Context: an optimization exercise on an open-source flow, tuned for small area and a short achievable clock period. The choices shown serve that exercise and are no tape-out recipe.
Only simulation tests tie the RTL to the original design; equivalence was not proved.

$ cat design/flow/design.v
module LIFSIM (
    input  wire        clk,
    input  wire        reset,
    input  wire [15:0] I_app,
    input  wire [15:0] I_fb,
    output wire [15:0] V_mem,
    output wire [15:0] V_out,
    output wire [15:0] U_leak,
    output wire [31:0] dU_dt,
    output wire [31:0] dV_dt
);
    reg [15:0] u_r;      
    reg [15:0] du_r;     
    reg [15:0] v_r;      
    reg [15:0] dv_r;     
    reg        fire_r;   
    reg        spk_r;    
    wire n1 = I_app[0] ^ I_fb[0];
    wire n2 = n1 ^ du_r[0];
    wire n3 = I_app[0] & I_fb[0];
    wire n4 = I_app[0] | I_fb[0];
    wire n5 = du_r[0] & n4;
    wire n6 = n3 | n5;
    wire n7 = I_app[1] ^ I_fb[1];
    wire n8 = n7 ^ du_r[1];
    wire n9 = I_app[1] & I_fb[1];
    wire n10 = I_app[1] | I_fb[1];
    wire n11 = du_r[1] & n10;
    wire n12 = n9 | n11;
    wire n13 = I_app[2] ^ I_fb[2];
    wire n14 = n13 ^ du_r[2];
    wire n15 = I_app[2] & I_fb[2];
    wire n16 = I_app[2] | I_fb[2];
    wire n17 = du_r[2] & n16;
    wire n18 = n15 | n17;
    wire n19 = I_app[3] ^ I_fb[3];
    wire n20 = n19 ^ du_r[3];
    wire n21 = I_app[3] & I_fb[3];
    wire n22 = I_app[3] | I_fb[3];
    wire n23 = du_r[3] & n22;
    wire n24 = n21 | n23;
    wire n25 = I_app[4] ^ I_fb[4];
    wire n26 = n25 ^ du_r[4];
    wire n27 = I_app[4] & I_fb[4];
    wire n28 = I_app[4] | I_fb[4];
    wire n29 = du_r[4] & n28;
    wire n30 = n27 | n29;
    wire n31 = I_app[5] ^ I_fb[5];
    wire n32 = n31 ^ du_r[5];
    wire n33 = I_app[5] & I_fb[5];
    wire n34 = I_app[5] | I_fb[5];
    wire n35 = du_r[5] & n34;
    wire n36 = n33 | n35;
    wire n37 = I_app[6] ^ I_fb[6];
    wire n38 = n37 ^ du_r[6];
    wire n39 = I_app[6] & I_fb[6];
    wire n40 = I_app[6] | I_fb[6];
    wire n41 = du_r[6] & n40;
    wire n42 = n39 | n41;
    wire n43 = I_app[7] ^ I_fb[7];
    wire n44 = n43 ^ du_r[7];
    wire n45 = I_app[7] & I_fb[7];
    wire n46 = I_app[7] | I_fb[7];
    wire n47 = du_r[7] & n46;
    wire n48 = n45 | n47;
    wire n49 = I_app[8] ^ I_fb[8];
    wire n50 = n49 ^ du_r[8];
    wire n51 = I_app[8] & I_fb[8];
    wire n52 = I_app[8] | I_fb[8];
    wire n53 = du_r[8] & n52;
    wire n54 = n51 | n53;
    wire n55 = I_app[9] ^ I_fb[9];
    wire n56 = n55 ^ du_r[9];
    wire n57 = I_app[9] & I_fb[9];
    wire n58 = I_app[9] | I_fb[9];
    wire n59 = du_r[9] & n58;
    wire n60 = n57 | n59;
    wire n61 = I_app[10] ^ I_fb[10];
    wire n62 = n61 ^ du_r[10];
    wire n63 = I_app[10] & I_fb[10];
    wire n64 = I_app[10] | I_fb[10];
    wire n65 = du_r[10] & n64;
    wire n66 = n63 | n65;
    wire n67 = I_app[11] ^ I_fb[11];
    wire n68 = n67 ^ du_r[11];
    wire n69 = I_app[11] & I_fb[11];
    wire n70 = I_app[11] | I_fb[11];
    wire n71 = du_r[11] & n70;
    wire n72 = n69 | n71;
    wire n73 = I_app[12] ^ I_fb[12];
    wire n74 = n73 ^ du_r[12];
    wire n75 = I_app[12] & I_fb[12];
    wire n76 = I_app[12] | I_fb[12];
    wire n77 = du_r[12] & n76;
    wire n78 = n75 | n77;
    wire n79 = I_app[13] ^ I_fb[13];
    wire n80 = n79 ^ du_r[13];
    wire n81 = I_app[13] & I_fb[13];
    wire n82 = I_app[13] | I_fb[13];
    wire n83 = du_r[13] & n82;
    wire n84 = n81 | n83;
    wire n85 = I_app[14] ^ I_fb[14];
    wire n86 = n85 ^ du_r[14];
    wire n87 = I_app[14] & I_fb[14];
    wire n88 = I_app[14] | I_fb[14];
    wire n89 = du_r[14] & n88;
    wire n90 = n87 | n89;
    wire n91 = I_app[15] ^ I_fb[15];
    wire n92 = n91 ^ du_r[15];
    wire n93 = I_app[15] & I_fb[15];
    wire n94 = I_app[15] | I_fb[15];
    wire n95 = du_r[15] & n94;
    wire n96 = n93 | n95;
    wire n97 = n8 ^ n6;
    wire n98 = n8 & n6;
    wire n99 = n14 ^ n12;
    wire n100 = n14 & n12;
    wire n101 = n20 ^ n18;
    wire n102 = n20 & n18;
    wire n103 = n26 ^ n24;
    wire n104 = n26 & n24;
    wire n105 = n32 ^ n30;
    wire n106 = n32 & n30;
    wire n107 = n38 ^ n36;
    wire n108 = n38 & n36;
    wire n109 = n44 ^ n42;
    wire n110 = n44 & n42;
    wire n111 = n50 ^ n48;
    wire n112 = n50 & n48;
    wire n113 = n56 ^ n54;
    wire n114 = n56 & n54;
    wire n115 = n62 ^ n60;
    wire n116 = n62 & n60;
    wire n117 = n68 ^ n66;
    wire n118 = n68 & n66;
    wire n119 = n74 ^ n72;
    wire n120 = n74 & n72;
    wire n121 = n80 ^ n78;
    wire n122 = n80 & n78;
    wire n123 = n86 ^ n84;
    wire n124 = n86 & n84;
    wire n125 = n92 ^ n90;
    wire n126 = n92 & n90;
    wire n127 = n97 & n2;
    wire n128 = n101 & n100;
    wire n129 = n102 | n128;
    wire n130 = n101 & n99;
    wire n131 = n105 & n104;
    wire n132 = n106 | n131;
    wire n133 = n105 & n103;
    wire n134 = n109 & n108;
    wire n135 = n110 | n134;
    wire n136 = n109 & n107;
    wire n137 = n113 & n112;
    wire n138 = n114 | n137;
    wire n139 = n113 & n111;
    wire n140 = n117 & n116;
    wire n141 = n118 | n140;
    wire n142 = n117 & n115;
    wire n143 = n121 & n120;
    wire n144 = n122 | n143;
    wire n145 = n121 & n119;
    wire n146 = n125 & n124;
    wire n147 = n126 | n146;
    wire n148 = n125 & n123;
    wire n149 = n130 & n98;
    wire n150 = n129 | n149;
    wire n151 = n130 & n127;
    wire n152 = n136 & n132;
    wire n153 = n135 | n152;
    wire n154 = n136 & n133;
    wire n155 = n142 & n138;
    wire n156 = n141 | n155;
    wire n157 = n142 & n139;
    wire n158 = n148 & n144;
    wire n159 = n147 | n158;
    wire n160 = n148 & n145;
    wire n161 = n154 & n150;
    wire n162 = n153 | n161;
    wire n163 = n154 & n151;
    wire n164 = n160 & n156;
    wire n165 = n159 | n164;
    wire n166 = n160 & n157;
    wire n167 = n166 & n162;
    wire n168 = n165 | n167;
    wire n169 = n166 & n163;
    wire n170 = n157 & n162;
    wire n171 = n156 | n170;
    wire n172 = n157 & n163;
    wire n173 = n133 & n150;
    wire n174 = n132 | n173;
    wire n175 = n133 & n151;
    wire n176 = n139 & n162;
    wire n177 = n138 | n176;
    wire n178 = n139 & n163;
    wire n179 = n145 & n171;
    wire n180 = n144 | n179;
    wire n181 = n145 & n172;
    wire n182 = n99 & n98;
    wire n183 = n100 | n182;
    wire n184 = n99 & n127;
    wire n185 = n103 & n150;
    wire n186 = n104 | n185;
    wire n187 = n103 & n151;
    wire n188 = n107 & n174;
    wire n189 = n108 | n188;
    wire n190 = n107 & n175;
    wire n191 = n111 & n162;
    wire n192 = n112 | n191;
    wire n193 = n111 & n163;
    wire n194 = n115 & n177;
    wire n195 = n116 | n194;
    wire n196 = n115 & n178;
    wire n197 = n119 & n171;
    wire n198 = n120 | n197;
    wire n199 = n119 & n172;
    wire n200 = n123 & n180;
    wire n201 = n124 | n200;
    wire n202 = n123 & n181;
    wire n203 = n99 ^ n98;
    wire n204 = n101 ^ n183;
    wire n205 = n103 ^ n150;
    wire n206 = n105 ^ n186;
    wire n207 = n107 ^ n174;
    wire n208 = n109 ^ n189;
    wire n209 = n111 ^ n162;
    wire n210 = n113 ^ n192;
    wire n211 = n115 ^ n177;
    wire n212 = n117 ^ n195;
    wire n213 = n119 ^ n171;
    wire n214 = n121 ^ n198;
    wire n215 = n123 ^ n180;
    wire n216 = n125 ^ n201;
    wire n217 = u_r[1] & u_r[0];
    wire n218 = u_r[1] & u_r[0];
    wire n219 = u_r[2] & n218;
    wire n220 = u_r[2] & u_r[1];
    wire n221 = u_r[4] & u_r[3];
    wire n222 = u_r[6] & u_r[5];
    wire n223 = u_r[8] & u_r[7];
    wire n224 = u_r[10] & u_r[9];
    wire n225 = u_r[12] & u_r[11];
    wire n226 = u_r[14] & u_r[13];
    wire n227 = u_r[3] & n219;
    wire n228 = u_r[3] & n220;
    wire n229 = n221 & n219;
    wire n230 = n221 & n220;
    wire n231 = u_r[7] & n222;
    wire n232 = n223 & n222;
    wire n233 = u_r[11] & n224;
    wire n234 = n225 & n224;
    wire n235 = u_r[15] & n226;
    wire n236 = u_r[5] & n229;
    wire n237 = u_r[5] & n230;
    wire n238 = n222 & n229;
    wire n239 = n222 & n230;
    wire n240 = n231 & n229;
    wire n241 = n231 & n230;
    wire n242 = n232 & n229;
    wire n243 = n232 & n230;
    wire n244 = u_r[13] & n234;
    wire n245 = n226 & n234;
    wire n246 = n235 & n234;
    wire n247 = u_r[9] & n242;
    wire n248 = u_r[9] & n243;
    wire n249 = n224 & n242;
    wire n250 = n224 & n243;
    wire n251 = n233 & n242;
    wire n252 = n233 & n243;
    wire n253 = n234 & n242;
    wire n254 = n234 & n243;
    wire n255 = n244 & n242;
    wire n256 = n244 & n243;
    wire n257 = n245 & n242;
    wire n258 = n245 & n243;
    wire n259 = n246 & n242;
    wire n260 = n246 & n243;
    wire n261 = u_r[1] ^ u_r[0];
    wire n262 = u_r[2] ^ n218;
    wire n263 = u_r[3] ^ n219;
    wire n264 = u_r[4] ^ n227;
    wire n265 = u_r[5] ^ n229;
    wire n266 = u_r[6] ^ n236;
    wire n267 = u_r[7] ^ n238;
    wire n268 = u_r[8] ^ n240;
    wire n269 = u_r[9] ^ n242;
    wire n270 = u_r[10] ^ n247;
    wire n271 = u_r[11] ^ n249;
    wire n272 = u_r[12] ^ n251;
    wire n273 = u_r[13] ^ n253;
    wire n274 = u_r[14] ^ n255;
    wire n275 = u_r[15] ^ n257;
    wire n276 = u_r[0] ^ dv_r[0];
    wire n277 = u_r[0] & dv_r[0];
    wire n278 = u_r[1] ^ dv_r[1];
    wire n279 = u_r[1] & dv_r[1];
    wire n280 = u_r[2] ^ dv_r[2];
    wire n281 = u_r[2] & dv_r[2];
    wire n282 = u_r[3] ^ dv_r[3];
    wire n283 = u_r[3] & dv_r[3];
    wire n284 = u_r[4] ^ dv_r[4];
    wire n285 = u_r[4] & dv_r[4];
    wire n286 = u_r[5] ^ dv_r[5];
    wire n287 = u_r[5] & dv_r[5];
    wire n288 = u_r[6] ^ dv_r[6];
    wire n289 = u_r[6] & dv_r[6];
    wire n290 = u_r[7] ^ dv_r[7];
    wire n291 = u_r[7] & dv_r[7];
    wire n292 = u_r[8] ^ dv_r[8];
    wire n293 = u_r[8] & dv_r[8];
    wire n294 = u_r[9] ^ dv_r[9];
    wire n295 = u_r[9] & dv_r[9];
    wire n296 = u_r[10] ^ dv_r[10];
    wire n297 = u_r[10] & dv_r[10];
    wire n298 = u_r[11] ^ dv_r[11];
    wire n299 = u_r[11] & dv_r[11];
    wire n300 = u_r[12] ^ dv_r[12];
    wire n301 = u_r[12] & dv_r[12];
    wire n302 = u_r[13] ^ dv_r[13];
    wire n303 = u_r[13] & dv_r[13];
    wire n304 = u_r[14] ^ dv_r[14];
    wire n305 = u_r[14] & dv_r[14];
    wire n306 = u_r[15] ^ dv_r[15];
    wire n307 = u_r[15] & dv_r[15];
    wire n308 = n278 & n277;
    wire n309 = n279 | n308;
    wire n310 = n278 & n276;
    wire n311 = n282 & n281;
    wire n312 = n283 | n311;
    wire n313 = n282 & n280;
    wire n314 = n286 & n285;
    wire n315 = n287 | n314;
    wire n316 = n286 & n284;
    wire n317 = n290 & n289;
    wire n318 = n291 | n317;
    wire n319 = n290 & n288;
    wire n320 = n294 & n293;
    wire n321 = n295 | n320;
    wire n322 = n294 & n292;
    wire n323 = n298 & n297;
    wire n324 = n299 | n323;
    wire n325 = n298 & n296;
    wire n326 = n302 & n301;
    wire n327 = n303 | n326;
    wire n328 = n302 & n300;
    wire n329 = n306 & n305;
    wire n330 = n307 | n329;
    wire n331 = n306 & n304;
    wire n332 = n280 & n309;
    wire n333 = n281 | n332;
    wire n334 = n280 & n310;
    wire n335 = n313 & n309;
    wire n336 = n312 | n335;
    wire n337 = n313 & n310;
    wire n338 = n288 & n315;
    wire n339 = n289 | n338;
    wire n340 = n288 & n316;
    wire n341 = n319 & n315;
    wire n342 = n318 | n341;
    wire n343 = n319 & n316;
    wire n344 = n296 & n321;
    wire n345 = n297 | n344;
    wire n346 = n296 & n322;
    wire n347 = n325 & n321;
    wire n348 = n324 | n347;
    wire n349 = n325 & n322;
    wire n350 = n304 & n327;
    wire n351 = n305 | n350;
    wire n352 = n304 & n328;
    wire n353 = n331 & n327;
    wire n354 = n330 | n353;
    wire n355 = n331 & n328;
    wire n356 = n284 & n336;
    wire n357 = n285 | n356;
    wire n358 = n284 & n337;
    wire n359 = n316 & n336;
    wire n360 = n315 | n359;
    wire n361 = n316 & n337;
    wire n362 = n340 & n336;
    wire n363 = n339 | n362;
    wire n364 = n340 & n337;
    wire n365 = n343 & n336;
    wire n366 = n342 | n365;
    wire n367 = n343 & n337;
    wire n368 = n300 & n348;
    wire n369 = n301 | n368;
    wire n370 = n300 & n349;
    wire n371 = n328 & n348;
    wire n372 = n327 | n371;
    wire n373 = n328 & n349;
    wire n374 = n352 & n348;
    wire n375 = n351 | n374;
    wire n376 = n352 & n349;
    wire n377 = n355 & n348;
    wire n378 = n354 | n377;
    wire n379 = n355 & n349;
    wire n380 = n292 & n366;
    wire n381 = n293 | n380;
    wire n382 = n292 & n367;
    wire n383 = n322 & n366;
    wire n384 = n321 | n383;
    wire n385 = n322 & n367;
    wire n386 = n346 & n366;
    wire n387 = n345 | n386;
    wire n388 = n346 & n367;
    wire n389 = n349 & n366;
    wire n390 = n348 | n389;
    wire n391 = n349 & n367;
    wire n392 = n370 & n366;
    wire n393 = n369 | n392;
    wire n394 = n370 & n367;
    wire n395 = n373 & n366;
    wire n396 = n372 | n395;
    wire n397 = n373 & n367;
    wire n398 = n376 & n366;
    wire n399 = n375 | n398;
    wire n400 = n376 & n367;
    wire n401 = n379 & n366;
    wire n402 = n378 | n401;
    wire n403 = n379 & n367;
    wire n404 = n278 ^ n277;
    wire n405 = n280 ^ n309;
    wire n406 = n282 ^ n333;
    wire n407 = n284 ^ n336;
    wire n408 = n286 ^ n357;
    wire n409 = n288 ^ n360;
    wire n410 = n290 ^ n363;
    wire n411 = n292 ^ n366;
    wire n412 = n294 ^ n381;
    wire n413 = n296 ^ n384;
    wire n414 = n298 ^ n387;
    wire n415 = n300 ^ n390;
    wire n416 = n302 ^ n393;
    wire n417 = n304 ^ n396;
    wire n418 = n306 ^ n399;
    wire [19:0] pp0;
    wire [15:0] pp0_m0 = 16'h5555;
    assign pp0[0] = pp0_m0[v_r[3:0]];
    wire [15:0] pp0_m1 = 16'h3333;
    assign pp0[1] = pp0_m1[v_r[3:0]];
    wire [15:0] pp0_m2 = 16'ha5a5;
    assign pp0[2] = pp0_m2[v_r[3:0]];
    wire [15:0] pp0_m3 = 16'hc639;
    assign pp0[3] = pp0_m3[v_r[3:0]];
    wire [15:0] pp0_m4 = 16'had6b;
    assign pp0[4] = pp0_m4[v_r[3:0]];
    wire [15:0] pp0_m5 = 16'h9ce7;
    assign pp0[5] = pp0_m5[v_r[3:0]];
    wire [15:0] pp0_m6 = 16'hd6b5;
    assign pp0[6] = pp0_m6[v_r[3:0]];
    wire [15:0] pp0_m7 = 16'he739;
    assign pp0[7] = pp0_m7[v_r[3:0]];
    wire [15:0] pp0_m8 = 16'had6b;
    assign pp0[8] = pp0_m8[v_r[3:0]];
    wire [15:0] pp0_m9 = 16'h9ce7;
    assign pp0[9] = pp0_m9[v_r[3:0]];
    wire [15:0] pp0_m10 = 16'hd6b5;
    assign pp0[10] = pp0_m10[v_r[3:0]];
    wire [15:0] pp0_m11 = 16'he739;
    assign pp0[11] = pp0_m11[v_r[3:0]];
    wire [15:0] pp0_m12 = 16'had6b;
    assign pp0[12] = pp0_m12[v_r[3:0]];
    wire [15:0] pp0_m13 = 16'h9ce7;
    assign pp0[13] = pp0_m13[v_r[3:0]];
    wire [15:0] pp0_m14 = 16'h7c1f;
    assign pp0[14] = pp0_m14[v_r[3:0]];
    wire [15:0] pp0_m15 = 16'h3ff;
    assign pp0[15] = pp0_m15[v_r[3:0]];
    wire [15:0] pp0_m16 = 16'haaaa;
    assign pp0[16] = pp0_m16[v_r[3:0]];
    wire [15:0] pp0_m17 = 16'hcccc;
    assign pp0[17] = pp0_m17[v_r[3:0]];
    wire [15:0] pp0_m18 = 16'hf0f0;
    assign pp0[18] = pp0_m18[v_r[3:0]];
    wire [15:0] pp0_m19 = 16'hff00;
    assign pp0[19] = pp0_m19[v_r[3:0]];
    wire [19:0] pp1;
    wire [15:0] pp1_m0 = 16'haaaa;
    assign pp1[0] = pp1_m0[v_r[7:4]];
    wire [15:0] pp1_m1 = 16'h6666;
    assign pp1[1] = pp1_m1[v_r[7:4]];
    wire [15:0] pp1_m2 = 16'hb4b4;
    assign pp1[2] = pp1_m2[v_r[7:4]];
    wire [15:0] pp1_m3 = 16'hc738;
    assign pp1[3] = pp1_m3[v_r[7:4]];
    wire [15:0] pp1_m4 = 16'had6a;
    assign pp1[4] = pp1_m4[v_r[7:4]];
    wire [15:0] pp1_m5 = 16'h9ce6;
    assign pp1[5] = pp1_m5[v_r[7:4]];
    wire [15:0] pp1_m6 = 16'hd6b4;
    assign pp1[6] = pp1_m6[v_r[7:4]];
    wire [15:0] pp1_m7 = 16'he738;
    assign pp1[7] = pp1_m7[v_r[7:4]];
    wire [15:0] pp1_m8 = 16'had6a;
    assign pp1[8] = pp1_m8[v_r[7:4]];
    wire [15:0] pp1_m9 = 16'h9ce6;
    assign pp1[9] = pp1_m9[v_r[7:4]];
    wire [15:0] pp1_m10 = 16'hd6b4;
    assign pp1[10] = pp1_m10[v_r[7:4]];
    wire [15:0] pp1_m11 = 16'he738;
    assign pp1[11] = pp1_m11[v_r[7:4]];
    wire [15:0] pp1_m12 = 16'had6a;
    assign pp1[12] = pp1_m12[v_r[7:4]];
    wire [15:0] pp1_m13 = 16'h9ce6;
    assign pp1[13] = pp1_m13[v_r[7:4]];
    wire [15:0] pp1_m14 = 16'h7c1e;
    assign pp1[14] = pp1_m14[v_r[7:4]];
    wire [15:0] pp1_m15 = 16'h3fe;
    assign pp1[15] = pp1_m15[v_r[7:4]];
    wire [15:0] pp1_m16 = 16'h5554;
    assign pp1[16] = pp1_m16[v_r[7:4]];
    wire [15:0] pp1_m17 = 16'h9998;
    assign pp1[17] = pp1_m17[v_r[7:4]];
    wire [15:0] pp1_m18 = 16'he1e0;
    assign pp1[18] = pp1_m18[v_r[7:4]];
    wire [15:0] pp1_m19 = 16'hfe00;
    assign pp1[19] = pp1_m19[v_r[7:4]];
    wire [19:0] pp2;
    wire [15:0] pp2_m0 = 16'haaaa;
    assign pp2[0] = pp2_m0[v_r[11:8]];
    wire [15:0] pp2_m1 = 16'h6666;
    assign pp2[1] = pp2_m1[v_r[11:8]];
    wire [15:0] pp2_m2 = 16'hb4b4;
    assign pp2[2] = pp2_m2[v_r[11:8]];
    wire [15:0] pp2_m3 = 16'hc738;
    assign pp2[3] = pp2_m3[v_r[11:8]];
    wire [15:0] pp2_m4 = 16'had6a;
    assign pp2[4] = pp2_m4[v_r[11:8]];
    wire [15:0] pp2_m5 = 16'h9ce6;
    assign pp2[5] = pp2_m5[v_r[11:8]];
    wire [15:0] pp2_m6 = 16'hd6b4;
    assign pp2[6] = pp2_m6[v_r[11:8]];
    wire [15:0] pp2_m7 = 16'he738;
    assign pp2[7] = pp2_m7[v_r[11:8]];
    wire [15:0] pp2_m8 = 16'had6a;
    assign pp2[8] = pp2_m8[v_r[11:8]];
    wire [15:0] pp2_m9 = 16'h9ce6;
    assign pp2[9] = pp2_m9[v_r[11:8]];
    wire [15:0] pp2_m10 = 16'hd6b4;
    assign pp2[10] = pp2_m10[v_r[11:8]];
    wire [15:0] pp2_m11 = 16'he738;
    assign pp2[11] = pp2_m11[v_r[11:8]];
    wire [15:0] pp2_m12 = 16'had6a;
    assign pp2[12] = pp2_m12[v_r[11:8]];
    wire [15:0] pp2_m13 = 16'h9ce6;
    assign pp2[13] = pp2_m13[v_r[11:8]];
    wire [15:0] pp2_m14 = 16'h7c1e;
    assign pp2[14] = pp2_m14[v_r[11:8]];
    wire [15:0] pp2_m15 = 16'h3fe;
    assign pp2[15] = pp2_m15[v_r[11:8]];
    wire [15:0] pp2_m16 = 16'h5554;
    assign pp2[16] = pp2_m16[v_r[11:8]];
    wire [15:0] pp2_m17 = 16'h9998;
    assign pp2[17] = pp2_m17[v_r[11:8]];
    wire [15:0] pp2_m18 = 16'he1e0;
    assign pp2[18] = pp2_m18[v_r[11:8]];
    wire [15:0] pp2_m19 = 16'hfe00;
    assign pp2[19] = pp2_m19[v_r[11:8]];
    wire [19:0] pp3;
    wire [15:0] pp3_m0 = 16'haaaa;
    assign pp3[0] = pp3_m0[v_r[15:12]];
    wire [15:0] pp3_m1 = 16'h6666;
    assign pp3[1] = pp3_m1[v_r[15:12]];
    wire [15:0] pp3_m2 = 16'hb4b4;
    assign pp3[2] = pp3_m2[v_r[15:12]];
    wire [15:0] pp3_m3 = 16'hc738;
    assign pp3[3] = pp3_m3[v_r[15:12]];
    wire [15:0] pp3_m4 = 16'had6a;
    assign pp3[4] = pp3_m4[v_r[15:12]];
    wire [15:0] pp3_m5 = 16'h9ce6;
    assign pp3[5] = pp3_m5[v_r[15:12]];
    wire [15:0] pp3_m6 = 16'hd6b4;
    assign pp3[6] = pp3_m6[v_r[15:12]];
    wire [15:0] pp3_m7 = 16'he738;
    assign pp3[7] = pp3_m7[v_r[15:12]];
    wire [15:0] pp3_m8 = 16'had6a;
    assign pp3[8] = pp3_m8[v_r[15:12]];
    wire [15:0] pp3_m9 = 16'h9ce6;
    assign pp3[9] = pp3_m9[v_r[15:12]];
    wire [15:0] pp3_m10 = 16'hd6b4;
    assign pp3[10] = pp3_m10[v_r[15:12]];
    wire [15:0] pp3_m11 = 16'he738;
    assign pp3[11] = pp3_m11[v_r[15:12]];
    wire [15:0] pp3_m12 = 16'had6a;
    assign pp3[12] = pp3_m12[v_r[15:12]];
    wire [15:0] pp3_m13 = 16'h9ce6;
    assign pp3[13] = pp3_m13[v_r[15:12]];
    wire [15:0] pp3_m14 = 16'h7c1e;
    assign pp3[14] = pp3_m14[v_r[15:12]];
    wire [15:0] pp3_m15 = 16'h3fe;
    assign pp3[15] = pp3_m15[v_r[15:12]];
    wire [15:0] pp3_m16 = 16'h5554;
    assign pp3[16] = pp3_m16[v_r[15:12]];
    wire [15:0] pp3_m17 = 16'h9998;
    assign pp3[17] = pp3_m17[v_r[15:12]];
    wire [15:0] pp3_m18 = 16'he1e0;
    assign pp3[18] = pp3_m18[v_r[15:12]];
    wire [15:0] pp3_m19 = 16'hfe00;
    assign pp3[19] = pp3_m19[v_r[15:12]];
    wire n419 = pp0[12] ^ pp1[8];
    wire n420 = pp0[12] & pp1[8];
    wire n421 = pp0[13] ^ pp1[9];
    wire n422 = n421 ^ pp2[5];
    wire n423 = pp0[13] & pp1[9];
    wire n424 = pp0[13] | pp1[9];
    wire n425 = pp2[5] & n424;
    wire n426 = n423 | n425;
    wire n427 = pp0[14] ^ pp1[10];
    wire n428 = n427 ^ pp2[6];
    wire n429 = pp0[14] & pp1[10];
    wire n430 = pp0[14] | pp1[10];
    wire n431 = pp2[6] & n430;
    wire n432 = n429 | n431;
    wire n433 = pp0[15] ^ pp1[11];
    wire n434 = n433 ^ pp2[7];
    wire n435 = pp0[15] & pp1[11];
    wire n436 = pp0[15] | pp1[11];
    wire n437 = pp2[7] & n436;
    wire n438 = n435 | n437;
    wire n439 = pp0[16] ^ pp1[12];
    wire n440 = n439 ^ pp2[8];
    wire n441 = pp0[16] & pp1[12];
    wire n442 = pp0[16] | pp1[12];
    wire n443 = pp2[8] & n442;
    wire n444 = n441 | n443;
    wire n445 = pp0[17] ^ pp1[13];
    wire n446 = n445 ^ pp2[9];
    wire n447 = pp0[17] & pp1[13];
    wire n448 = pp0[17] | pp1[13];
    wire n449 = pp2[9] & n448;
    wire n450 = n447 | n449;
    wire n451 = pp0[18] ^ pp1[14];
    wire n452 = n451 ^ pp2[10];
    wire n453 = pp0[18] & pp1[14];
    wire n454 = pp0[18] | pp1[14];
    wire n455 = pp2[10] & n454;
    wire n456 = n453 | n455;
    wire n457 = pp0[19] ^ pp1[15];
    wire n458 = n457 ^ pp2[11];
    wire n459 = pp0[19] & pp1[15];
    wire n460 = pp0[19] | pp1[15];
    wire n461 = pp2[11] & n460;
    wire n462 = n459 | n461;
    wire n463 = pp1[16] ^ pp2[12];
    wire n464 = pp1[16] & pp2[12];
    wire n465 = pp1[17] ^ pp2[13];
    wire n466 = pp1[17] & pp2[13];
    wire n467 = pp1[18] ^ pp2[14];
    wire n468 = pp1[18] & pp2[14];
    wire n469 = pp1[19] ^ pp2[15];
    wire n470 = pp1[19] & pp2[15];
    wire n471 = pp0[8] ^ pp1[4];
    wire n472 = pp0[8] & pp1[4];
    wire n473 = pp0[9] ^ pp1[5];
    wire n474 = n473 ^ pp2[1];
    wire n475 = pp0[9] & pp1[5];
    wire n476 = pp0[9] | pp1[5];
    wire n477 = pp2[1] & n476;
    wire n478 = n475 | n477;
    wire n479 = pp0[10] ^ pp1[6];
    wire n480 = n479 ^ pp2[2];
    wire n481 = pp0[10] & pp1[6];
    wire n482 = pp0[10] | pp1[6];
    wire n483 = pp2[2] & n482;
    wire n484 = n481 | n483;
    wire n485 = pp0[11] ^ pp1[7];
    wire n486 = n485 ^ pp2[3];
    wire n487 = pp0[11] & pp1[7];
    wire n488 = pp0[11] | pp1[7];
    wire n489 = pp2[3] & n488;
    wire n490 = n487 | n489;
    wire n491 = pp2[4] ^ pp3[0];
    wire n492 = n491 ^ n419;
    wire n493 = pp2[4] & pp3[0];
    wire n494 = pp2[4] | pp3[0];
    wire n495 = n419 & n494;
    wire n496 = n493 | n495;
    wire n497 = pp3[1] ^ n420;
    wire n498 = n497 ^ n422;
    wire n499 = pp3[1] & n420;
    wire n500 = pp3[1] | n420;
    wire n501 = n422 & n500;
    wire n502 = n499 | n501;
    wire n503 = pp3[2] ^ n426;
    wire n504 = n503 ^ n428;
    wire n505 = pp3[2] & n426;
    wire n506 = pp3[2] | n426;
    wire n507 = n428 & n506;
    wire n508 = n505 | n507;
    wire n509 = pp3[3] ^ n432;
    wire n510 = n509 ^ n434;
    wire n511 = pp3[3] & n432;
    wire n512 = pp3[3] | n432;
    wire n513 = n434 & n512;
    wire n514 = n511 | n513;
    wire n515 = pp3[4] ^ n438;
    wire n516 = n515 ^ n440;
    wire n517 = pp3[4] & n438;
    wire n518 = pp3[4] | n438;
    wire n519 = n440 & n518;
    wire n520 = n517 | n519;
    wire n521 = pp3[5] ^ n444;
    wire n522 = n521 ^ n446;
    wire n523 = pp3[5] & n444;
    wire n524 = pp3[5] | n444;
    wire n525 = n446 & n524;
    wire n526 = n523 | n525;
    wire n527 = pp3[6] ^ n450;
    wire n528 = n527 ^ n452;
    wire n529 = pp3[6] & n450;
    wire n530 = pp3[6] | n450;
    wire n531 = n452 & n530;
    wire n532 = n529 | n531;
    wire n533 = pp3[7] ^ n456;
    wire n534 = n533 ^ n458;
    wire n535 = pp3[7] & n456;
    wire n536 = pp3[7] | n456;
    wire n537 = n458 & n536;
    wire n538 = n535 | n537;
    wire n539 = pp3[8] ^ n462;
    wire n540 = n539 ^ n463;
    wire n541 = pp3[8] & n462;
    wire n542 = pp3[8] | n462;
    wire n543 = n463 & n542;
    wire n544 = n541 | n543;
    wire n545 = pp3[9] ^ n464;
    wire n546 = n545 ^ n465;
    wire n547 = pp3[9] & n464;
    wire n548 = pp3[9] | n464;
    wire n549 = n465 & n548;
    wire n550 = n547 | n549;
    wire n551 = pp3[10] ^ n466;
    wire n552 = n551 ^ n467;
    wire n553 = pp3[10] & n466;
    wire n554 = pp3[10] | n466;
    wire n555 = n467 & n554;
    wire n556 = n553 | n555;
    wire n557 = pp3[11] ^ n468;
    wire n558 = n557 ^ n469;
    wire n559 = pp3[11] & n468;
    wire n560 = pp3[11] | n468;
    wire n561 = n469 & n560;
    wire n562 = n559 | n561;
    wire n563 = pp2[16] ^ pp3[12];
    wire n564 = n563 ^ n470;
    wire n565 = pp2[16] & pp3[12];
    wire n566 = pp2[16] | pp3[12];
    wire n567 = n470 & n566;
    wire n568 = n565 | n567;
    wire n569 = pp2[17] ^ pp3[13];
    wire n570 = pp2[17] & pp3[13];
    wire n571 = pp2[18] ^ pp3[14];
    wire n572 = pp2[18] & pp3[14];
    wire n573 = pp2[19] ^ pp3[15];
    wire n574 = pp2[19] & pp3[15];
    wire n575 = pp0[4] ^ pp1[0];
    wire n576 = pp0[4] & pp1[0];
    wire n577 = pp0[5] ^ pp1[1];
    wire n578 = pp0[5] & pp1[1];
    wire n579 = pp0[6] ^ pp1[2];
    wire n580 = pp0[6] & pp1[2];
    wire n581 = pp0[7] ^ pp1[3];
    wire n582 = pp0[7] & pp1[3];
    wire n583 = pp2[0] ^ n471;
    wire n584 = pp2[0] & n471;
    wire n585 = n472 ^ n474;
    wire n586 = n472 & n474;
    wire n587 = n478 ^ n480;
    wire n588 = n478 & n480;
    wire n589 = n484 ^ n486;
    wire n590 = n484 & n486;
    wire n591 = n490 ^ n492;
    wire n592 = n490 & n492;
    wire n593 = n496 ^ n498;
    wire n594 = n496 & n498;
    wire n595 = n502 ^ n504;
    wire n596 = n502 & n504;
    wire n597 = n508 ^ n510;
    wire n598 = n508 & n510;
    wire n599 = n514 ^ n516;
    wire n600 = n514 & n516;
    wire n601 = n520 ^ n522;
    wire n602 = n520 & n522;
    wire n603 = n526 ^ n528;
    wire n604 = n526 & n528;
    wire n605 = n532 ^ n534;
    wire n606 = n532 & n534;
    wire n607 = n538 ^ n540;
    wire n608 = n538 & n540;
    wire n609 = n544 ^ n546;
    wire n610 = n544 & n546;
    wire n611 = n550 ^ n552;
    wire n612 = n550 & n552;
    wire n613 = n556 ^ n558;
    wire n614 = n556 & n558;
    wire n615 = n562 ^ n564;
    wire n616 = n562 & n564;
    wire n617 = n568 ^ n569;
    wire n618 = n568 & n569;
    wire n619 = n570 ^ n571;
    wire n620 = n570 & n571;
    wire n621 = n572 ^ n573;
    wire n622 = n572 & n573;
    wire n623 = pp3[16] ^ n574;
    wire n624 = pp3[16] & n574;
    wire n625 = pp0[1] & pp0[0];
    wire n626 = pp0[3] & pp0[2];
    wire n627 = n577 & n576;
    wire n628 = n578 | n627;
    wire n629 = n577 & n575;
    wire n630 = n581 & n580;
    wire n631 = n582 | n630;
    wire n632 = n581 & n579;
    wire n633 = n585 & n584;
    wire n634 = n586 | n633;
    wire n635 = n585 & n583;
    wire n636 = n589 & n588;
    wire n637 = n590 | n636;
    wire n638 = n589 & n587;
    wire n639 = n593 & n592;
    wire n640 = n594 | n639;
    wire n641 = n593 & n591;
    wire n642 = n597 & n596;
    wire n643 = n598 | n642;
    wire n644 = n597 & n595;
    wire n645 = n601 & n600;
    wire n646 = n602 | n645;
    wire n647 = n601 & n599;
    wire n648 = n605 & n604;
    wire n649 = n606 | n648;
    wire n650 = n605 & n603;
    wire n651 = n609 & n608;
    wire n652 = n610 | n651;
    wire n653 = n609 & n607;
    wire n654 = n613 & n612;
    wire n655 = n614 | n654;
    wire n656 = n613 & n611;
    wire n657 = n617 & n616;
    wire n658 = n618 | n657;
    wire n659 = n617 & n615;
    wire n660 = n621 & n620;
    wire n661 = n622 | n660;
    wire n662 = n621 & n619;
    wire n663 = pp3[17] & n624;
    wire n664 = pp3[17] & n623;
    wire n665 = pp3[19] & pp3[18];
    wire n666 = pp0[2] & n625;
    wire n667 = n626 & n625;
    wire n668 = n579 & n628;
    wire n669 = n580 | n668;
    wire n670 = n579 & n629;
    wire n671 = n632 & n628;
    wire n672 = n631 | n671;
    wire n673 = n632 & n629;
    wire n674 = n587 & n634;
    wire n675 = n588 | n674;
    wire n676 = n587 & n635;
    wire n677 = n638 & n634;
    wire n678 = n637 | n677;
    wire n679 = n638 & n635;
    wire n680 = n595 & n640;
    wire n681 = n596 | n680;
    wire n682 = n595 & n641;
    wire n683 = n644 & n640;
    wire n684 = n643 | n683;
    wire n685 = n644 & n641;
    wire n686 = n603 & n646;
    wire n687 = n604 | n686;
    wire n688 = n603 & n647;
    wire n689 = n650 & n646;
    wire n690 = n649 | n689;
    wire n691 = n650 & n647;
    wire n692 = n611 & n652;
    wire n693 = n612 | n692;
    wire n694 = n611 & n653;
    wire n695 = n656 & n652;
    wire n696 = n655 | n695;
    wire n697 = n656 & n653;
    wire n698 = n619 & n658;
    wire n699 = n620 | n698;
    wire n700 = n619 & n659;
    wire n701 = n662 & n658;
    wire n702 = n661 | n701;
    wire n703 = n662 & n659;
    wire n704 = pp3[18] & n663;
    wire n705 = pp3[18] & n664;
    wire n706 = n665 & n663;
    wire n707 = n665 & n664;
    wire n708 = n575 & n667;
    wire n709 = n629 & n667;
    wire n710 = n670 & n667;
    wire n711 = n673 & n667;
    wire n712 = n591 & n678;
    wire n713 = n592 | n712;
    wire n714 = n591 & n679;
    wire n715 = n641 & n678;
    wire n716 = n640 | n715;
    wire n717 = n641 & n679;
    wire n718 = n682 & n678;
    wire n719 = n681 | n718;
    wire n720 = n682 & n679;
    wire n721 = n685 & n678;
    wire n722 = n684 | n721;
    wire n723 = n685 & n679;
    wire n724 = n607 & n690;
    wire n725 = n608 | n724;
    wire n726 = n607 & n691;
    wire n727 = n653 & n690;
    wire n728 = n652 | n727;
    wire n729 = n653 & n691;
    wire n730 = n694 & n690;
    wire n731 = n693 | n730;
    wire n732 = n694 & n691;
    wire n733 = n697 & n690;
    wire n734 = n696 | n733;
    wire n735 = n697 & n691;
    wire n736 = n623 & n702;
    wire n737 = n624 | n736;
    wire n738 = n623 & n703;
    wire n739 = n664 & n702;
    wire n740 = n663 | n739;
    wire n741 = n664 & n703;
    wire n742 = n705 & n702;
    wire n743 = n704 | n742;
    wire n744 = n705 & n703;
    wire n745 = n707 & n702;
    wire n746 = n706 | n745;
    wire n747 = n707 & n703;
    wire n748 = n583 & n672;
    wire n749 = n584 | n748;
    wire n750 = n583 & n711;
    wire n751 = n635 & n672;
    wire n752 = n634 | n751;
    wire n753 = n635 & n711;
    wire n754 = n676 & n672;
    wire n755 = n675 | n754;
    wire n756 = n676 & n711;
    wire n757 = n679 & n672;
    wire n758 = n678 | n757;
    wire n759 = n679 & n711;
    wire n760 = n714 & n672;
    wire n761 = n713 | n760;
    wire n762 = n714 & n711;
    wire n763 = n717 & n672;
    wire n764 = n716 | n763;
    wire n765 = n717 & n711;
    wire n766 = n720 & n672;
    wire n767 = n719 | n766;
    wire n768 = n720 & n711;
    wire n769 = n723 & n672;
    wire n770 = n722 | n769;
    wire n771 = n723 & n711;
    wire n772 = n615 & n734;
    wire n773 = n616 | n772;
    wire n774 = n615 & n735;
    wire n775 = n659 & n734;
    wire n776 = n658 | n775;
    wire n777 = n659 & n735;
    wire n778 = n700 & n734;
    wire n779 = n699 | n778;
    wire n780 = n700 & n735;
    wire n781 = n703 & n734;
    wire n782 = n702 | n781;
    wire n783 = n703 & n735;
    wire n784 = n738 & n734;
    wire n785 = n737 | n784;
    wire n786 = n738 & n735;
    wire n787 = n741 & n734;
    wire n788 = n740 | n787;
    wire n789 = n741 & n735;
    wire n790 = n744 & n734;
    wire n791 = n743 | n790;
    wire n792 = n744 & n735;
    wire n793 = n747 & n734;
    wire n794 = n746 | n793;
    wire n795 = n747 & n735;
    wire n796 = n599 & n770;
    wire n797 = n600 | n796;
    wire n798 = n599 & n771;
    wire n799 = n647 & n770;
    wire n800 = n646 | n799;
    wire n801 = n647 & n771;
    wire n802 = n688 & n770;
    wire n803 = n687 | n802;
    wire n804 = n688 & n771;
    wire n805 = n691 & n770;
    wire n806 = n690 | n805;
    wire n807 = n691 & n771;
    wire n808 = n726 & n770;
    wire n809 = n725 | n808;
    wire n810 = n726 & n771;
    wire n811 = n729 & n770;
    wire n812 = n728 | n811;
    wire n813 = n729 & n771;
    wire n814 = n732 & n770;
    wire n815 = n731 | n814;
    wire n816 = n732 & n771;
    wire n817 = n735 & n770;
    wire n818 = n734 | n817;
    wire n819 = n735 & n771;
    wire n820 = n774 & n770;
    wire n821 = n773 | n820;
    wire n822 = n774 & n771;
    wire n823 = n777 & n770;
    wire n824 = n776 | n823;
    wire n825 = n777 & n771;
    wire n826 = n780 & n770;
    wire n827 = n779 | n826;
    wire n828 = n780 & n771;
    wire n829 = n783 & n770;
    wire n830 = n782 | n829;
    wire n831 = n783 & n771;
    wire n832 = n786 & n770;
    wire n833 = n785 | n832;
    wire n834 = n786 & n771;
    wire n835 = n789 & n770;
    wire n836 = n788 | n835;
    wire n837 = n789 & n771;
    wire n838 = n792 & n770;
    wire n839 = n791 | n838;
    wire n840 = n792 & n771;
    wire n841 = n795 & n770;
    wire n842 = n794 | n841;
    wire n843 = n795 & n771;
    wire n844 = n577 ^ n576;
    wire n845 = n579 ^ n628;
    wire n846 = n581 ^ n669;
    wire n847 = n583 ^ n672;
    wire n848 = n585 ^ n749;
    wire n849 = n587 ^ n752;
    wire n850 = n589 ^ n755;
    wire n851 = n591 ^ n758;
    wire n852 = n593 ^ n761;
    wire n853 = n595 ^ n764;
    wire n854 = n597 ^ n767;
    wire n855 = n599 ^ n770;
    wire n856 = n601 ^ n797;
    wire n857 = n603 ^ n800;
    wire n858 = n605 ^ n803;
    wire n859 = n607 ^ n806;
    wire n860 = n609 ^ n809;
    wire n861 = n611 ^ n812;
    wire n862 = n613 ^ n815;
    wire n863 = n615 ^ n818;
    wire n864 = n617 ^ n821;
    wire n865 = n619 ^ n824;
    wire n866 = n621 ^ n827;
    wire n867 = n623 ^ n830;
    wire n868 = pp3[17] ^ n833;
    wire n869 = pp3[18] ^ n836;
    wire n870 = pp3[19] ^ n839;
    wire [15:0] u_n  = {n216, n215, n214, n213, n212, n211, n210, n209, n208, n207, n206, n205, n204, n203, n97, n2};
    wire [15:0] du_n = {n259, n275, n274, n273, n272, n271, n270, n269, n268, n267, n266, n265, n264, n263, n262, n261};
    wire [15:0] v_n  = {n418, n417, n416, n415, n414, n413, n412, n411, n410, n409, n408, n407, n406, n405, n404, n276};
    wire [15:0] dv_n = {n870, n869, n868, n867, n866, n865, n864, n863, n862, n861, n860, n859, n858, n857, n856, n855};
    always @(posedge clk) begin
        if (reset) begin
            u_r    <= 16'd0;
            du_r   <= 16'd0;
            v_r    <= 16'd0;
            dv_r   <= 16'd0;
            fire_r <= 1'b0;
            spk_r  <= 1'b0;
        end else begin
            u_r    <= u_n;
            du_r   <= du_n;
            fire_r <= $signed(v_r) >= 16'sd3277;
            spk_r  <= fire_r;
            if (fire_r) begin
                v_r  <= 16'd0;
                dv_r <= 16'd0;
            end else begin
                v_r  <= v_n;
                dv_r <= dv_n;
            end
        end
    end
    assign V_mem  = v_r;
    assign V_out  = {15'd0, spk_r};
    assign U_leak = u_r;
    assign dU_dt  = {16'd0, du_r};
    assign dV_dt  = {16'd0, dv_r};
endmodule
$ cat design/flow/flow/run.sh
#!/bin/bash
# Standard ORFS layout; only synthesis's abc mapping (flow/my_synth.tcl), the port
# buffer cell and the make settings in flow/extra differ. Tool output goes to logs here.
set -euo pipefail
W=$(pwd)
export MY_ABC_SCRIPT=$W/flow/abc_main.script
export MY_CONE_SCRIPT=$W/flow/abc_cone.script
export MY_NO_FA=1
EXTRA=()
if [[ -f $W/flow/extra ]]; then mapfile -t EXTRA < $W/flow/extra; fi
bash standard.sh SYNTH_SCRIPT=$W/flow/my_synth.tcl "${EXTRA[@]}" finish > $W/make_finish.log 2>&1
$ cat design/flow/flow/abc_cone.script
strash
dch -f
map -D 1200
topo
upsize -D 1200
dnsize -D 1200
$ cat design/flow/flow/abc_main.script
strash
dch -f
map -D 2000
topo
upsize -D 2000
dnsize -D 2000
$ cat design/flow/flow/extra
BUFFER_PORTS_ARGS=-buffer_cell sky130_fd_sc_hd__buf_1
SKIP_REPAIR_TIE_FANOUT=1
$ cat design/flow/flow/my_synth.tcl
proc synth {args} { yosys synth -nofsm -noshare {*}$args }
# Same synthesis as synth_recipe.tcl, with a different abc script and delay target.
proc abc {args} {
  set out {}
  set skip 0
  foreach a $args {
    if { $skip } { set skip 0; continue }
    if { $a eq "-script" || $a eq "-D" } { set skip 1; continue }
    lappend out $a
  }
  if { [info exists ::env(MY_ABC_SCRIPT)] && $::env(MY_ABC_SCRIPT) ne "" } {
    lappend out -script $::env(MY_ABC_SCRIPT)
  } else {
    lappend out -script $::env(SCRIPTS_DIR)/abc_speed.script
  }
  if { [info exists ::env(MY_ABC_D)] && $::env(MY_ABC_D) ne "" } {
    lappend out -D $::env(MY_ABC_D)
  }
  if { [info exists ::env(MY_CONE_SCRIPT)] && $::env(MY_CONE_SCRIPT) ne "" } {
    # map the input cone of the U_leak registers first, with its own (tighter) script
    set cone {}
    foreach a $out { lappend cone $a }
    set i [lsearch $cone -script]
    set cone [lreplace $cone [expr {$i + 1}] [expr {$i + 1}] $::env(MY_CONE_SCRIPT)]
    yosys select -set ucone c:u_r* %ci*:-sky130_fd_sc_hd__dfxtp_1\[Q\]
    yosys select -list @ucone
    yosys abc {*}$cone @ucone
  }
  yosys abc {*}$out
}
if { [info exists ::env(MY_NO_FA)] && $::env(MY_NO_FA) eq "1" } {
  proc extract_fa {args} { puts "extract_fa skipped" }
}
source $::env(SCRIPTS_DIR)/synth.tcl
# left out here: clear keep_hierarchy, flatten, clean up, hide names made inside functions, write 1_2_yosys.v
$ cat design/flow/standard.sh
#!/bin/bash
# synth_recipe.tcl (not shown) runs the flow's synth.tcl, then flattens the netlist and writes it again
# the make line also repeats each setting of config.mk as NAME=value (left out here)
make -C /OpenROAD-flow-scripts/flow DESIGN_CONFIG=/design/flow/config.mk WORK_HOME=/design/flow/orfs CLKGATE_MAP_FILE= SYNTH_SCRIPT=/design/flow/synth_recipe.tcl "${@:-finish}"
$ cat design/flow/config.mk
export PLATFORM = sky130hd
export DESIGN_NAME = LIFSIM
export DESIGN_NICKNAME = LIFSIM
export VERILOG_FILES = /design/flow/design.v
export SDC_FILE = /design/flow/constraint.sdc
export NUM_CORES = 4
export LEC_CHECK = 0
export CAP_MARGIN = 20
export CORE_MARGIN = 2
export CORE_UTILIZATION = 60
export SETUP_SLACK_MARGIN = 3.8
export SLEW_MARGIN = 20
$ cat design/flow/constraint.sdc
create_clock -name core_clock -period 7.0 [get_ports {clk}]
set_input_delay 1.4000 -clock core_clock [delete_from_list [all_inputs] [get_ports {clk}]]
set_output_delay 1.4000 -clock core_clock [all_outputs]
set_load 0.01 [all_outputs]
==> impl_results.md, run 1 <==
- RSZ-0062 raised after global routing: yes
- Initial Util: a little over 60%
- Layout cells sized above 1: about an eighth
- Final Hold Vio Count: 0
- Largest net degree at the start of global routing: 48
- Worst setup path startpoint: v_r[5]$_SDFF_PP0_
- Fillers: roughly 980
- Antenna Nets Post-Route: 0
- Area Overhead vs Synth: 11.8%
- Fmax: 329 MHz
- Detail Placement HPWL: 12600 um
- Core Box Area: 10300 um2
- 1st-iter DRT viols: 499
- Syn avg cell area: 5.95 um2
- Crit share post-route: 43.4%
- Routability cong.: 0.966
- Drt first pass iters: 6
- N_diodes: 0
- Synthesis Warnings: 1
- DR WL met3: roughly 1000 um
- Number of global-route vias before repair: 5757
- Multi-input logic area: 4510 um2
- IO Port Bufs: between 90 and 100
- Hold_sp: fire_r$_SDFF_PP0_
- WP data arrival: 3270 ps
- Final-report max-slew violation count: 0
- I/O pins: 146
- CTS Root Cell: clkbuf_8
- Die area: 11500 um2
- Via density: 5.48
- Final setup TNS: 0 ps
- Max Root-Sink Buffers: 2
- Max_cap viols: 0
- Post-Syn Nets: 1109
- Synthesized flop and latch total: 66
- DRC viols: 0
- Final instance area: 7150 um2
- Setup crit end kind: flop
- CTS tree: done
- Total clock sinks: between 60 and 70
- WL per Instance: 12.7 um
- CTS Hold Bufs: 0
- First-pass GRT wire length: 25600 um
- Reg clk slew, reported paths: roughly 70 ps
- Gr ovfl total: 0
- GRT Resource Usage Total: about 28%
- CP required: 7230 ps
- Total Wirelength: 16400 um
- Endpoints failing setup: 0
- Worst skew pair latency: 350 ps
- Crit Path Category: flop to flop
- Uppermost routed layer: met4
- Register area share after synthesis: 20.6%
- Die width: 107 um
- Tmin final: 3040 ps
- Asr flop ratio synth: 0%
- Cells after synthesis: 1075
- Crit start category: flop
- Dominant synthesized flop cell: dfxtp_1
- Num CTS Buffers: 9
- Vias after detailed routing: 7054
- EDFF count, synth: 0
- H-tree levels: 3
- Metal-1 WL: 7650 um
- Nets: between 1000 and 1500
- Antenna violations before repair: 0
- CP Max Fanout: 11
- Distinct cells, synth: 57
- Status: finished clean
- Sequential cell area: 1350 um2
- Synthesized area: approximately 6400 um2
- Worst clock skew: 12.0 ps
- Routed wl met2: 7490 um
- DIE HEIGHT: 107 um
- Reg-to-reg startpoint: v_r[5]$_SDFF_PP0_
- Placed instance area: 6590 um2
- Hold Crit Class: flop to flop
- R2r setup slk: 3960 ps
- # rows: 37
-- per-stage QoR --
stage / instances / hold WS [ps] / setup slack [ps] / util (%)
CTS: 1276 / 422 / 3790 / 65.7
global placement: 1263 / 410 / 3640 / 63.8
detailed placement: 1263 / 411 / 3690 / 63.8
finish: 1288 / 419 / 3960 / 69.3
global route: 1288 / 442 / 3720 / 69.3
floorplan: 1075 / 398 / 4200 / -
-- critical path, cell delays in order, from the launching register on --
cell and delay [ps]:
dfxtp_4 380, nor2_2 170, nand2_1 130, nand2_1 170
o22ai_2 140, or2_1 260, nand2_1 80, xor2_1 230
a21boi_0 170, o22ai_1 240, nand3b_4 200, o21ai_4 100
nor2_4 310, o21ai_1 120, o21ai_0 160, a21oi_1 50
-- synth_stat cells (7+ instances only) --
master      n  area, um2
a21o_1      7       52.6
clkinv_1  108        405
a31oi_1    11       68.8
nand3_1    48        240
or2_1       8       50.1
nand2_1   247        927
buf_4      48        360
o211ai_1   13       97.6
and2_1      7       43.8
nor2_2      7       43.8
o21bai_1    7       52.6
nor3_1     28        140
nand4_1    10       62.6
or2_2       7       43.8
a21oi_2     8       70.1
xnor2_1    10       87.6
a21oi_1    71        355
xor2_1     31        272
o21ai_1    24        120
dfxtp_1    66       1320
o21ai_0    63        315
inv_2      15       56.3
nor2_1    163        612
-- flip-flops by register name, summed over array words and instances (netlist names) --
| register | cells |
|---|---|
| fire_r | 1 |
| u_r | 16 |
| v_r | 16 |
| dv_r | 16 |
| spk_r | 1 |
| du_r | 16 |
-- worst paths after layout --
kind / endpoint / cells after the start
setup / recovery: dv_r[2]$_SDFF_PP0_ / 15
hold reg to reg: spk_r$_SDFF_PP0_ / 2
setup reg to reg: dv_r[2]$_SDFF_PP0_ / 15
hold / removal: spk_r$_SDFF_PP0_ / 2
-- cell families after synthesis --
group	share of synthesized area (%)
buffers and inverters	13.0
and+or+nand+nor	36.5
adders and majority gates	0.313
DFF	20.6
other	0.0586
AOI/OAI and AO/OA	23.3
xor gates and xnor gates	6.12
-- metal layers --
layer / global-route usage [%] / vias up
met5: 0 / -
met4: 7.88 / 0
met3: 4.18 / 40
met2: 45.7 / 232
met1: 36.9 / 3107
li1: - / 3675
-- cells in the final DEF, fill, tap and decap left out, drive strengths merged, types with 15 or more instances in the layout --
master / instances
nand2: 250
nor2: 173
buf: 113
clkinv: 106
o21ai: 88
a21oi: 79
dfxtp: 66
nand3: 49
xor2: 33
nor3: 28
inv: 20
o211ai: 15
or2: 15
-- cell type report --
cell class / instances / share of cell area, %
inverters: 126 / 6.61
multi-input cells: 835 / 63.1
repair buffers: 113 / 6.77
clock inverters: 1 / 0.420
flip-flops and latches: 66 / 18.9
well taps: 136 / 2.38
clock buffers: 11 / 1.84
-- timing repair --
| item | 4_1_cts | 5_1_grt |
|---|---|---|
| setup endpoints to repair | 14 | 23 |
| gates cloned | 0 | 0 |
| resized for setup | 6 | 78 |
| setup buffers | 1 | 12 |
| pin swaps | 1 | 7 |
==> run 2, diff against run 1 <==
==> design/flow/flow/abc_main.script (replaced) <==
strash
dch -f
map -D 2000
topo
stime -c
buffer -c
upsize -c
dnsize -c
==> run 2 against run 1 <==
Critical path type unchanged. Highest routed layer unchanged. Cell area up 1.6%. Largest cell class unchanged. Clock-buffer cell count is 1 higher. First-iteration DRC count fell by 12%. Die area up 2.6%. Synthesized area rose by 2.7%. Global-route usage up 0.080 points. Non-clock buffer count shrank 3. Final cell count rose by 0.39%. Still clean on timing, DRC and antenna. Via count shrank 1.2%.
==> impl_results.md, run 2 <==
- Largest net degree at the start of global routing: 48
- Slew HR: around 67%
- Fillers: 1042
- Cells after synthesis: around 1100
- DRC viols: 0
- Detail Placement HPWL: about 13000 um
- Vias after detailed routing: 6966
- Fmax: around 330 MHz
- Die width: 109 um
- First-pass GRT wire length: between 20000 and 30000 um
- Max Root-Sink Buffers: 2
- Initial Util: 61.1%
- Commonest non-fill, non-tap cells in the layout: nand2_1 (236), nor2_1 (151), buf_1 (98)
- Crit path max-delay cell type: dfxtp_2
- Setup crit end kind: flop
- Commonest non-fill, non-tap cell in the layout: nand2_1
- Hold_sp: fire_r$_SDFF_PP0_
- Synth top area share: 20.1%
- Worst clock skew: ~22 ps
- Register area share after synthesis: 20.1%
- Final-report max-slew violation count: 0
- CTS tree: done
- Final setup slack of the worst path: 3950 ps
- Number of global-route vias before repair: 5757
- WL per Instance: roughly 13 um
- H-tree levels: 3
- Crit share post-route: 43.5%
- CP required: 7260 ps
- CP bufs+invs: 1
- Asr flop ratio synth: 0%
- N_diodes: 0
- Most frequent cell after synthesis: nand2_1
- IO Port Bufs: 98
- Dominant cells by area after synthesis: dfxtp_1 (20%), nand2_1 (14%), nor2_1 (9.2%)
- CP most frequent cell: nand2_1
- Layout cells sized above 1: 13.3%
- Crit Path Category: flop to flop
- Critical-path cell list: nand2_1, a31oi_2, o22ai_2, or2_4, nand2_2, xor2_2, xor2_1, o22ai_1, nand3b_4, a211oi_4, buf_4, o211ai_1, nand4_1, nand2_1, a21oi_1
- Core Box Area: between 10000 and 15000 um2
- Final setup TNS: 0 ps
- Area leader, netlist: dfxtp_1
- Drt first pass iters: 5
- EDFF count, synth: 0
- # rows: 38
- Status: finished clean
- Placed cells: about 1300
- CTS Root Cell: clkbuf_8
- Reg-to-reg startpoint: v_r[6]$_SDFF_PP0_
- Post-Place Worst Slack: 3570 ps
- Dominant synthesized flop cell: dfxtp_1
- Sequential cell area: 1360 um2
- Max_cap viols: 0
- GRT Resource Usage Total: 27.6%
- Synthesis Warnings: 1
- Final cell count without fillers: 1293
- Synthesized area: 6570 um2
- Worst setup path startpoint: v_r[6]$_SDFF_PP0_
- Antenna Nets Post-Route: 0
- Endpoints failing setup: 0
- Num CTS Buffers: 9
- RSZ-0062 raised after global routing: yes
- Final Hold Vio Count: 0
- Total clock sinks: 66
- I/O pins: ~150
- Area Overhead vs Synth: 10.6%
- Reg clk slew, reported paths: 90 ps
- Crit start category: flop
- Actual slew at the worst max-slew pin: 493 ps
- Critical path's top delay family: compound AO/OA/AOI/OAI gates
- CP Max Fanout: 6
- Worst skew pair latency: 350 ps
- Routability cong.: roughly 0.93
- 1st-iter DRT viols: 440
- Synthesized flop and latch total: 66
- Tmin final: 3050 ps
- Nets: 1182
- Synth top cells by count: nand2_1 (241), nor2_1 (161), inv_1 (82), a21oi_1 (68), dfxtp_1 (66)
- Hold Crit Class: flop to flop
- Gr ovfl total: 0
- DIE HEIGHT: 109 um
- Distinct cells, synth: 66
- Total Wirelength: 16600 um
- Multi-input logic area: 4540 um2
- Antenna violations before repair: 0
- Die area: 11800 um2
- Post-Syn Nets: 1119
- Syn avg cell area: between 6 and 7 um2
- Slowest cell delay on critical path: 430 ps
- WP data arrival: 3310 ps
- Via density: 5.39
- WHS: 430 ps
run 2: cell types whose count changed in the layout (fill, tap and decap cells not counted), sizes merged:
cell / previous run / this run
clkinv: 106 / 32
bufinv: 1 / 3
buf: 113 / 110
clkbuf: 11 / 12
inv: 20 / 95
run 2: worst paths after layout:
check / end / slack, ps / cells past startpoint
setup / recovery: dv_r[12]$_SDFF_PP0_ / 3950 / 15
hold / removal: spk_r$_SDFF_PP0_ / 430 / 2
setup reg to reg: dv_r[12]$_SDFF_PP0_ / 3950 / 15
hold reg to reg: spk_r$_SDFF_PP0_ / 430 / 2
run 2: area by class of cell:
| cell class | count | area share (%) |
|---|---|---|
| clock buffers | 12 | 2.00 |
| clock inverters | 4 | 1.36 |
| inverters | 126 | 6.56 |
| multi-input cells | 835 | 62.4 |
| flip-flops and latches | 66 | 18.6 |
| well taps | 140 | 2.41 |
| repair buffers | 110 | 6.64 |
run 2: kinds of logic (layout without fill, tap and decap cells):
group / after synthesis / after routing / synth area share [%]
and+or+nand+nor: 544 / 544 / 36.1
other: 1 / 1 / 0.0571
xor gates and xnor gates: 43 / 43 / 6.19
adders and majority gates: 2 / 2 / 0.305
DFF: 66 / 66 / 20.1
AOI/OAI and AO/OA: 245 / 245 / 23.7
buffers and inverters: 184 / 252 / 13.5
run 2: repair_timing:
item | CTS | global route
pin swaps | 1 | 12
endpoints found under the setup margin | 15 | 23
resized for setup | 5 | 61
hold endpoints to repair | 0 | 0
hold buffers | 0 | 0
buffers inserted | 1 | 9
run 2: metrics by stage:
stage	utilization (%)	instance area (um2)
after global placement	62.5	6710
final	67.7	7270
after CTS	64.9	6970
after detailed placement	62.5	6710
after global routing	67.7	7270
after floorplan	-	6570
run 2: routing by layer:
metal | track usage, % | share of wire (%) | routed length [um] | vias to the layer above
met5 | 0 | 0 | 0 | -
met4 | 5.77 | 0.79 | 131 | 0
met3 | 4.48 | 5.7 | 951 | 12
met2 | 45.8 | 46 | 7650 | 188
met1 | 37.9 | 47 | 7880 | 3122
li1 | - | - | - | 3644
run 2: worst register-to-register path, delay by kind of cell (launching register included):
kind,cells,cell delay (ps)
xor+xnor,2,400
compound gates,6,1070
simple gates,6,860
buf+inv,1,210
flops,1,430
==> run 3, diff against run 2 <==
==> design/flow/flow/abc_main.script (replaced) <==
strash
dch
map -B 0.9
topo
stime -c
buffer -c
upsize -c
dnsize -c
--- a/design/flow/config.mk
+++ b/design/flow/config.mk
@@ -9,4 +9,4 @@
 export CORE_MARGIN = 2
 export CORE_UTILIZATION = 60
-export SETUP_SLACK_MARGIN = 3.8
+export SETUP_SLACK_MARGIN = 3.7
 export SLEW_MARGIN = 20
==> run 3 against run 2 <==
Cell area increased by 9.5%. Sequential share of layout area is 2.0 points lower. First-iteration DRC count rose by 3.9%. Clock skew decreased by 16 ps. Worst hold slack got worse by 2.0 ps.
==> impl_results.md, run 3 <==
- WL per Instance: 11.7 um
- Worst clock skew: 6.57 ps
- Antenna violations before repair: 0
- Total Wirelength: 18500 um
- Setup crit end kind: flop
- Mux share of post-synthesis cell area: 0%
- Via density: between 5 and 6
- CTS tree: done
- Syn avg cell area: around 5.5 um2
- Num CTS Buffers: 9
- Largest net degree at the start of global routing: 48
- DRC viols: 0
- WHS: 428 ps
- First-pass GRT wire length: 29900 um
- Dominant synthesized flop cell: dfxtp_1
- Critical path's top delay family: simple AND/OR/NAND/NOR gates
- Max_cap viols: 0
- Reg-to-reg startpoint: v_r[0]$_SDFF_PP0_
- Number of global-route vias before repair: 6856
- Synth top cells by count: nand2_1 (441), nor2_1 (140), nand3_1 (138), inv_1 (114), a21oi_1 (69)
- Fillers: about 1200
- Area Overhead vs Synth: 5.79%
- Reg2reg path depth: 20
- Area leader, netlist: nand2_1
- Synthesis Warnings: 1
- Reg clk slew, reported paths: 60 ps
- Fmax: 336 MHz
- Crit share post-route: 42.5%
- Final setup TNS: 0 ps
- Asr flop ratio synth: 0%
- Total clock sinks: 66
- Hold Crit Class: flop to flop
- Final Hold Vio Count: 0
- Routability cong.: 0.948
- Layout cells sized above 1: a little under an eighth
- Buffer count from post-CTS setup fixing: 0
- Vias after detailed routing: about 8000
- EDFF count, synth: 0
- Cells after synthesis: 1361
- Hold_sp: fire_r$_SDFF_PP0_
- Distinct cells, synth: 52
- Status: finished clean
- CP Max Fanout: 15
- Tmin final: between 2000 and 3000 ps
- Synthesized area: 7520 um2
- RSZ-0062 raised after global routing: no
- R2r setup slk: 4030 ps
- Dominant cells by area after synthesis: nand2_1 (22%), dfxtp_1 (18%), nand3_1 (9.2%)
- Final-report max-slew violation count: 0
- Hold path cells: 2
- Commonest non-fill, non-tap cell in the layout: nand2_1
- Endpoints failing setup: 0
- Placed instance area: 7630 um2
- CTS Root Cell: clkbuf_16
- Gr ovfl total: 0
- GRT Resource Usage Total: between 20% and 30%
- Register area share after synthesis: 17.6%
- Synth top area share: 22.0%
- Synthesized flop and latch total: 66
- N_diodes: 0
- Die area: ~13000 um2
- Detail Placement HPWL: 15000 um
- Slew HR: between 60% and 70%
- Critical-path cell list: nand2_1, nand2_1, nand2_1, nand2_1, nand2_1, nor2_1, nand2_1, nand2_1, inv_1, nand2_1, nand2_1, nand3_1, nand2_1, nor2_1, nand3_1, nand2_2, nand2_1, nand4_1, nand2_1, nor2_1
- Post-synthesis adder-cell area fraction: 0%
- Complex-gate fraction of the synthesized area: 14.0%
- Synth Area in Simple Gates: slightly above 50%
- CTS Hold Bufs: 0
- WHS Endpoint: spk_r$_SDFF_PP0_
- XOR/XNOR Fraction of Synth Area: 1.16%
- 1st-iter DRT viols: ~460
- Die width: 116 um
- Slowest cell delay on critical path: 570 ps
- # rows: 40
- Antenna Nets Post-Route: 0
- Initial Util: around 62%
- Post-Syn Nets: between 1000 and 1500
- CP required: about 7300 ps
- Commonest non-fill, non-tap cells in the layout: nand2_1 (441), nor2_1 (140), nand3_1 (138)
- IO Port Bufs: 98
- Largest family of logic cells by synthesized area: simple AND/OR/NAND/NOR gates
- Final instance area: 7960 um2
- H-tree levels: 3
- Drt first pass iters: 5
- CP most frequent cell: nand2_1
- Core Box Area: 12100 um2
- Actual slew at the worst max-slew pin: 541 ps
- Max Root-Sink Buffers: 2
- Crit start category: flop
- I/O pins: 146
- Most frequent cell after synthesis: nand2_1
- WP data arrival: ~3200 ps
- DIE HEIGHT: 116 um
- Crit path max-delay cell type: dfxtp_1
- Crit Path Category: flop to flop
- Worst path depth: 20
- Worst skew pair latency: 330 ps
- CP bufs+invs: 1
- Critical R2R Capture: dv_r[11]$_SDFF_PP0_
- Nets: ~1400
-- run 3: cell types whose count changed in the layout (fill, tap and decap cells not counted), moves of 11 or more --
cell,delta
nor2_1,-11
nand3_1,+92
nor3_1,-16
inv_2,+20
nand3_2,+16
nand2_1,+205
nand2_2,+25
xor2_1,-20
inv_1,+32
-- run 3: per-layer routing --
metal	part of all wire [%]	global-route usage, %	up-vias
met4	3.3	11.2	0
li1	-	-	4419
met3	4.9	3.97	32
met1	45	33.9	3532
met2	47	47.9	178
met5	0	0	-
-- run 3: logic make-up after synthesis --
kind of cell	Yosys count
flip-flops	66
AND/OR/NAND/NOR	861
other	1
XOR/XNOR	10
AO/OA/AOI/OAI	178
buffers and inverters	245
-- run 3: worst max-delay path by stage --
| stage | from | endpoint |
|---|---|---|
| after floorplan | I_fb[3] | u_r[11]$_SDFF_PP0_ |
| after global placement | I_app[0] | u_r[11]$_SDFF_PP0_ |
| after detailed placement | I_app[0] | u_r[11]$_SDFF_PP0_ |
| after CTS | v_r[4]$_SDFF_PP0_ | dv_r[11]$_SDFF_PP0_ |
| after global routing | v_r[0]$_SDFF_PP0_ | dv_r[11]$_SDFF_PP0_ |
| final | v_r[0]$_SDFF_PP0_ | dv_r[11]$_SDFF_PP0_ |
-- run 3: area by class of cell --
class                      instances  area, um2  share of cell area [%]
multi-input combinational       1050       5050                    63.5
sequential                        66       1330                    16.7
inverter                         178        668                    8.39
timing repair buffer             100        383                    4.81
clock buffer                       9        225                    2.83
tap                              168        210                    2.64
clock inverter                     7       93.8                    1.18
-- run 3: timing repair --
item,4_1_cts,5_1_grt
gates resized for setup,0,5
setup endpoints to repair,0,10
endpoints found under the hold margin,0,0
-- run 3: per-stage QoR --
step | utilization [%] | setup WS, ps | cells
3_5_place_dp | 63.0 | 3840 | 1562
5_1_grt | 65.7 | 3730 | 1578
6_report | 65.7 | 4030 | 1578
2_1_floorplan | - | 4200 | 1361
4_1_cts | 65.7 | 3870 | 1578
3_3_place_gp | 63.0 | 3890 | 1562
-- run 3: tightest hold or removal path: cells and delay by family, from the launching register on --
| kind | cells | cell delay (ps) |
|---|---|---|
| DFF | 1 | 310 |
| buffers and inverters | 1 | 50 |
| and+or+nand+nor | 1 | 30 |

==> re-timing with driven ports <==
The flow's constraints put no driver on any port. The routed layouts listed below were extracted and timed again, unchanged, in two steps.
Step 1, drivers: a clkbuf_16 drives clk and a buf_2 each remaining input, both assumed.
Step 2 times the ports against the registers' clock, not the clock port: input delays grow and output delays shrink by t, the midpoint of the rising clock arrivals with the driver on.
Three values: no drivers, after step 1, after step 2; two values: the first two.
run	shift t [ns]	setup WS [ns]	clock arrival spread, ns
run 1	0.373	3.963 / 3.963 / 3.722	0.012 / 0.012
run 2	0.376	3.954 / 3.954 / 3.769	0.022 / 0.023
run 3	0.363	4.028 / 4.028 / 3.827	0.007 / 0.006
After both steps setup and hold are still met in every run listed. For run 1, which loses most, drivers alone change the setup slack by 0.000 ns; drivers and shift together by -0.241 ns.
